Context: an optimization exercise on an open-source flow, tuned for small area, a short achievable clock period and few clock cycles per item. The choices shown serve that exercise and are no tape-out recipe. The RTL was checked by simulation tests, not by an equivalence proof against the original design. Power is estimated from default activity; no workload was simulated.

## design/flow/config.mk

```make
export PLATFORM = sky130hd
export DESIGN_NAME = mips_div64
export DESIGN_NICKNAME = mips_div64
export VERILOG_FILES = /design/flow/design.v
export SDC_FILE = /design/flow/constraint.sdc
export NUM_CORES = 4
export LEC_CHECK = 0
export CAP_MARGIN = 20
export CORE_MARGIN = 2
export CORE_UTILIZATION = 40
export SLEW_MARGIN = 20
```

## design/flow/constraint.sdc

```tcl
create_clock -name core_clock -period 4.0 [get_ports {clk}]
set_input_delay 0.8000 -clock core_clock [delete_from_list [all_inputs] [get_ports {clk}]]
set_output_delay 0.8000 -clock core_clock [all_outputs]
set_load 0.01 [all_outputs]
```

## design/flow/design.v

```verilog
module dffen(q,d,clk,reset,en);
   parameter N = 1;
   input logic [N-1:0] d;
   input logic 	       clk;
   input logic 	       reset;
   input logic 	       en;
   output logic [N-1:0] q;
   always_ff@(posedge clk)
     begin
	if(reset)
	  begin
	     q <= 1'b0;
	  end
	else
	  begin
	     q <= en ? d : q;
	  end
     end  
endmodule  
module shiftregbit(clk,reset,b,valid,out);
   input logic clk;
   input logic reset;
   input logic b;
   input logic valid;
   parameter W = 32;
   output logic [W-1:0] out;
   for(genvar i = 0; i < W; i = i + 1)
     begin : sr
	if(i==0)
	  begin
	     dffen #(.N(1)) ff (.clk(clk), .reset(reset), .en(valid), .d(b), .q(out[0]));
	  end
	else
	  begin
	     dffen #(.N(1)) ff (.clk(clk), .reset(reset), .en(valid), .d(out[i-1]), .q(out[i]));	     
	  end
     end
endmodule
module divider(clk,
	       reset,
	       srcA,
	       srcB,
	       rob_ptr_in,
	       hilo_prf_ptr_in,	     
	       is_signed_div,
	       start_div,
	       y,
	       rob_ptr_out,
	       hilo_prf_ptr_out,
	       ready,
	       complete
	       );
   parameter LG_W = 5;
   localparam W = 1<<LG_W;
   localparam W2 = 2*W;
   input logic clk;
   input logic reset;
   input logic [W-1:0] srcA;
   input logic [W-1:0] srcB;
   input logic [5-1:0] rob_ptr_in;
   input logic [2-1:0] hilo_prf_ptr_in;
   input logic 	      is_signed_div;
   input logic 	      start_div;
   output logic [W2-1:0] y;
   output logic [5-1:0] rob_ptr_out;
   output logic [2-1:0] hilo_prf_ptr_out;
   output logic        ready;
   output logic        complete;
   typedef enum logic [2:0] {IDLE = 'd0,
			     INPUT_SIGN = 'd1,
			     DIVIDE = 'd2,
			     PACK_OUTPUT = 'd3,
			     OUTPUT_SIGN = 'd4,
			     WAIT_FOR_WB = 'd5} state_t;
   state_t r_state, n_state;
   logic 	r_is_signed, n_is_signed;
   logic 	r_sign, n_sign;
   logic 	r_rem_sign, n_rem_sign;
   logic [5-1:0] r_rob_ptr, n_rob_ptr;
   logic [2-1:0] r_hilo_prf_ptr, n_hilo_prf_ptr;
   logic [W-1:0] 		    r_A, n_A, r_B, n_B;
   logic [W2-1:0] 		    r_Y, n_Y;
   logic [W2-1:0] 		    r_D, n_D, r_R, n_R;
   logic [W-1:0] 		    t_ss;
   logic [LG_W-1:0] 		    r_idx, n_idx;
   logic 			    t_bit,t_valid;
   always_ff@(posedge clk)
     begin
	if(reset)
	  begin
	     r_state <= IDLE;
	     r_rob_ptr <= 'd0;
	     r_hilo_prf_ptr <= 'd0;
	     r_is_signed <= 1'b0;
	     r_sign <= 1'b0;
	     r_rem_sign <= 1'b0;
	     r_A <= 'd0;
	     r_B <= 'd0;
	     r_Y <= 'd0;
	     r_D <= 'd0;
	     r_R <= 'd0;
	     r_idx <= 'd0;
	  end
	else
	  begin
	     r_state <= n_state;
	     r_rob_ptr <= n_rob_ptr;
	     r_hilo_prf_ptr <= n_hilo_prf_ptr;
	     r_is_signed <= n_is_signed;
	     r_sign <= n_sign;
	     r_rem_sign <= n_rem_sign;
	     r_A <= n_A;
	     r_B <= n_B;
	     r_Y <= n_Y;
	     r_D <= n_D;
	     r_R <= n_R;
	     r_idx <= n_idx;
	  end
     end
   shiftregbit #(.W(W)) ss
     (.clk(clk), .reset(reset), .b(t_bit), .valid(t_valid), .out(t_ss));
   always_comb
     begin
	n_rob_ptr = r_rob_ptr;
	n_hilo_prf_ptr = r_hilo_prf_ptr;
	n_state = r_state;
	n_is_signed = r_is_signed;
	n_sign = r_sign;
	n_rem_sign = r_rem_sign;
	n_A = r_A;
	n_B = r_B;
	n_Y = r_Y;
	n_D = r_D;
	n_R = r_R;
	n_idx = r_idx;
	t_bit = 1'b0;
	t_valid = 1'b0;
	ready = (r_state == IDLE) & !start_div;
	rob_ptr_out = r_rob_ptr;
	hilo_prf_ptr_out = r_hilo_prf_ptr;
	y = r_Y;
	complete = 1'b0;
	unique case (r_state)
	  IDLE:
	    begin
	       if(start_div)
		 begin
		    n_rob_ptr = rob_ptr_in;
		    n_hilo_prf_ptr = hilo_prf_ptr_in;
		    n_is_signed = is_signed_div;
		    n_state = INPUT_SIGN;
		    n_A = srcA;
		    n_B = srcB;
		 end
	    end
	  INPUT_SIGN:
	    begin
	       if(r_is_signed)
		 begin
		    n_sign = r_A[W-1] ^ r_B[W-1];
		    n_rem_sign = r_A[W-1];
		    n_A = r_A[W-1] ? ((~r_A) + 'd1) : r_A;
		    n_B = r_B[W-1] ? ((~r_B) + 'd1) : r_B;
		 end
	       else
		 begin
		    n_sign = 1'b0;
		    n_rem_sign = 1'b0;
		 end
	       n_D = {n_B, {W{1'b0}}};
	       n_R = {{W{1'b0}}, n_A};
	       n_idx = W-1;
	       n_state = DIVIDE;
	    end
	  DIVIDE:
	    begin
	       if({r_R[W2-2:0], 1'b0} >= r_D)
		 begin
		    n_R = {r_R[W2-2:0], 1'b0} - r_D;
		    t_bit = 1'b1;
		    t_valid = 1'b1;		    
		 end
	       else
		 begin
		    n_R = {r_R[W2-2:0], 1'b0};
		    t_bit = 1'b0;
		    t_valid = 1'b1;
		 end
	       n_state = (r_idx == 'd0) ? PACK_OUTPUT : DIVIDE;
	       n_idx = r_idx - 'd1;
	    end  
	  PACK_OUTPUT:
	    begin
	       n_state = OUTPUT_SIGN;
	       n_Y[W-1:0] = t_ss;
	       n_Y[W2-1:W] = n_R[W2-1:W];
	    end
	  OUTPUT_SIGN:
	    begin
	       if(r_is_signed && r_sign)
		 begin
		    n_Y[W-1:0] = ((~r_Y[W-1:0]) +'d1);
		 end
	       if(r_is_signed && r_rem_sign)
		 begin
		    n_Y[W2-1:W] = ((~r_Y[W2-1:W]) + 'd1);
		 end
	       n_state = WAIT_FOR_WB;
	    end
	  WAIT_FOR_WB:
	    begin
	       complete =1'b1;
	       n_state = IDLE;
	    end
	  default:
	    begin
	    end
	endcase  
     end  
endmodule  
module mips_div64(
  input  logic         clk,
  input  logic         reset,
  input  logic [63:0]  srcA,
  input  logic [63:0]  srcB,
  input  logic [4:0]   rob_ptr_in,
  input  logic [1:0]   hilo_prf_ptr_in,
  input  logic         is_signed_div,
  input  logic         start_div,
  output logic [127:0] y,
  output logic [4:0]   rob_ptr_out,
  output logic [1:0]   hilo_prf_ptr_out,
  output logic         ready,
  output logic         complete
);
   divider #(.LG_W(6)) d64 (
     .clk(clk),
     .reset(reset),
     .srcA(srcA),
     .srcB(srcB),
     .rob_ptr_in(rob_ptr_in),
     .hilo_prf_ptr_in(hilo_prf_ptr_in),
     .is_signed_div(is_signed_div),
     .start_div(start_div),
     .y(y),
     .rob_ptr_out(rob_ptr_out),
     .hilo_prf_ptr_out(hilo_prf_ptr_out),
     .ready(ready),
     .complete(complete)
   );
endmodule
```

## design/flow/run.sh

```bash
#!/bin/bash
# synth_recipe.tcl (not shown) runs the flow's synth.tcl, then flattens the netlist and writes it again
# the make line also repeats each setting of config.mk as NAME=value (left out here)
make -C /OpenROAD-flow-scripts/flow DESIGN_CONFIG=/design/flow/config.mk WORK_HOME=/design/flow/orfs CLKGATE_MAP_FILE= SYNTH_SCRIPT=/design/flow/synth_recipe.tcl finish
```

==> notes.md <==
[sequential cells by signal, indices dropped and copies added (netlist names)]
register	cells
d64.r_hilo_prf_ptr	2
d64.r_rob_ptr	5
d64.ss.sr.genblk1.ff.q	64
d64.r_state	3
d64.r_rem_sign	1
d64.r_Y	128
d64.r_is_signed	1
d64.r_D	64
d64.r_R	128
d64.r_A	64
d64.r_idx	6
d64.r_B	64
d64.r_sign	1
[cell usage after synthesis (47+ instances only)]
master / number
xnor2_1: 109
a21oi_1: 500
xor2_1: 70
nand3_1: 48
dfxtp_1: 531
nor4_1: 69
ha_1: 69
a22oi_1: 145
nor3_1: 149
o21ai_0: 236
inv_1: 94
nand2_1: 617
clkbuf_1: 288
or3_1: 47
nor2_1: 645
a211oi_1: 99
[critical path, delay by kind of cell, from the launching register on]
kind                     cells  cell delay, ns
buffers and inverters        1            0.18
flip-flops                   1            0.49
AO/OA/AOI/OAI                8            2.27
adder cells (fa/ha/maj)      1            0.35
AND/OR/NAND/NOR              3            0.34
[metal layers]
metal / GRT usage / vias to the layer above / wire length (um)
met3: 0.0304 / 116 / 6590
met2: 0.387 / 1038 / 45100
li1: - / 15500 / -
met4: 0.0522 / 2 / 1720
met5: 0 / - / 8
met1: 0.390 / 14900 / 51700
[cell type report]
cell class,instances,share of cell area
Clock inverter,28,0.00996
Inverter,94,0.00965
Sequential cell,531,0.291
Multi-Input combinational cell,3317,0.509
Timing Repair Buffer,362,0.0977
Clock buffer,82,0.0477
Tap cell,1030,0.0352
[what timing repair did]
item | in CTS | in global routing
resized for setup | 2 | 10
hold buffers | 0 | 0
endpoints found under the setup margin | 2 | 39
buffers inserted | 0 | 0
[per-stage QoR]
step | setup TNS, ns | std cells | cell area [um^2]
final | 0 | 5444 | 36600
after global routing | 0 | 5444 | 36600
after CTS | 0 | 5444 | 36500
after detailed placement | -0.0443 | 5334 | 34400
after global placement | -0.116 | 5334 | 34400
after floorplan | 0 | 4254 | 30700
[how the worst max path moves through the flow]
stage	startpoint	to	cells after the start
6_report	d64.r_R[72]$_SDFFE_PP0P_	d64.r_R[119]$_SDFFE_PP0P_	13
3_5_place_dp	d64.r_Y[64]$_SDFFE_PP0P_	d64.r_Y[112]$_SDFFE_PP0P_	12
3_3_place_gp	d64.r_Y[64]$_SDFFE_PP0P_	d64.r_Y[96]$_SDFFE_PP0P_	12
2_1_floorplan	d64.r_R[63]$_SDFFE_PP0P_	d64.r_R[79]$_SDFFE_PP0P_	17
5_1_grt	d64.r_R[63]$_SDFFE_PP0P_	d64.r_R[126]$_SDFFE_PP0P_	15
4_1_cts	d64.r_Y[64]$_SDFFE_PP0P_	d64.r_Y[112]$_SDFFE_PP0P_	12
[where the power goes]
group | switching, uW | total, uW | internal, uW | leakage (uW)
combinational | 3460 | 5770 | 2310 | 0.00827
sequential | 377 | 5960 | 5580 | 0.00431
clock | 2410 | 5910 | 3510 | 0.00103
total | 6250 | 17600 | 11400 | 0.0136
[cell families after synthesis]
family | after synthesis
AOI/OAI and AO/OA | 1290
xor gates and xnor gates | 179
adders and majority gates | 70
buffers and inverters | 406
DFF | 531
muxes | 31
and+or+nand+nor | 1747
==> out/results.ini <==
[status]
run_status=timing/DRC/antenna clean

[sta]
setup_ws_ns=0.247
hold_viol=0
post-route-min-period_ns=3.75
relSlewSlack=0.373
rsz0062_at_grt=false
finalSetupViolCount=0
fmax_mhz=266
period_share=0.938
finalClockSkew_ns=0.0241
worst_pin_slew_ns=0.937
timing.hold.ws_ns=0.450
final_max_slew_viol_count=0

[worst_setup_path]
critPathKind=reg -> reg
cp.arrival_ns=4.27
regToRegSetupSlack_ns=0.25
rr_startpoint=d64.r_R[72]$_SDFFE_PP0P_
slowest_stage=dfxtp_1
worstPathMaxFanout=5
start_kind=flip-flop
critPathRequiredTime_ns=4.51
ff2ff_path_depth=13
cpPeakStageDelay_ns=0.49
cp_cell_sequence=ha_1, nand4_1, nor2_1, a2111oi_0, o21ai_1, a311oi_1, o21bai_1, a21o_1, a41oi_1, buf_4, o21ai_0, a222oi_1, nand2_1
r2r_end=d64.r_R[119]$_SDFFE_PP0P_
crit_path_end_kind=flip-flop

[power_and_ir_drop]
vdd_drop_max_mv=0.394
p_per_area_nw_per_um2=483
p_leak_uw=0.0136
finalPower_uw=17600

[logic_synthesis]
synth_compound_area_frac=0.262
synthCells=4254
synth_fa_ha_area_frac=0.0288
yosysSeqAreaShare=0.347
synth-seq-cells=531
synth_top_family_by_area=compound AO/OA/AOI/OAI gates
yosysTopAreaCellShare=0.347
ys_top_cells_by_area=dfxtp_1 35%, a21oi_1 8.2%, nor2_1 7.9%, nand2_1 7.6%, o21ai_0 3.9%
ys_types=75
avgSynthCellArea_um2=7.21
synth_mux_area_frac=0.0102
synth_ff_type=dfxtp_1
synth_nets=4463
synth_edf_count=0
yosys.area_share.simple=0.252
synth_area_um2=30700
synthArstFlopShare=0
yosysTopAreaCell=dfxtp_1
yosys_warnings=2
synthXorXnorAreaFrac=0.0511

[layout]
nets=4576
final_common_cell=nor2_1
mostFrequentLayoutCells=642 x nor2_1, 615 x nand2_1, 531 x dfxtp_1
ff_latch_area_um2=10600
areaGrowthSynthToFinish_pct=19.3
antenna_cells=0
drive_above_1_share=0.0551
n_fill_cell=7646
multiInputGateArea_um2=18600
final_core_util=0.481

[min_path]
min_from=d64.r_D[116]$_SDFFE_PP0P_
hold_depth=2
hp-class=reg -> reg
hold-path-endpoint=d64.r_D[116]$_SDFFE_PP0P_

[route]
vias=31500
avgRoutedWirePerCell_um=19.3
drc_errors=0
wirelength_um=105000
vias_per_cell=5.79
ant_nets=0
drtPass1Iterations=8
first_iter_violations=2772

[cts]
clockBufferDepth=3
root_buffer=clkbuf_16
clkLatencyLatePin_ns=0.65
cts_buffers=61
h-tree-depth=2
path_clk_slew_ns=0.06
cts_tree=yes
cts_sinks=531

[place]
port_buffers=275
dp.final_hpwl_um=74800
place_congestion=0.945
dpl_worst_slack_ns=-0.0443

[floorplanning]
initial_core_util=0.404
io_pins=276
dieWidth_um=281
coreArea_um2=75900
die_area_um2=78900
die_y_um=281
rows=101

[global_routing]
track_usage=0.257
overflow=0
antenna_found_initial=1
grt_pass1_vias=28600
grt_first_pass_wirelength_um=164000
grt_max_degree=184

[job]
drv_cap=0

Testbench counts, summed over its fixed seeds: cycles 165,600, items 2,400.

separate check: timing with driven ports:
How much do the figures lean on ideal ports? The routed layout below was timed once more, with nothing changed but the port constraints.
Step 1: set_driving_cell puts a clkbuf_16 on clk and a buf_2 on each other input, an assumption about the parent block.
Step 2 adds t to the input delays and takes it off the output delays; t is the mean of the earliest and latest rising clock arrival at the registers after step 1. Input paths then give back, and output paths get back, about the clock's delay inside the block.
Slacks: ideal ports / drivers / drivers and shift; pairs: ideal ports / drivers.
shift t [ns]: 0.693
setup slack, ns: 0.247 / 0.247 / 0.247
worst setup path at the end: register to register
After both steps setup and hold are still met in this run. For this run, drivers alone change the setup slack by 0.000 ns; drivers and shift together by 0.000 ns.
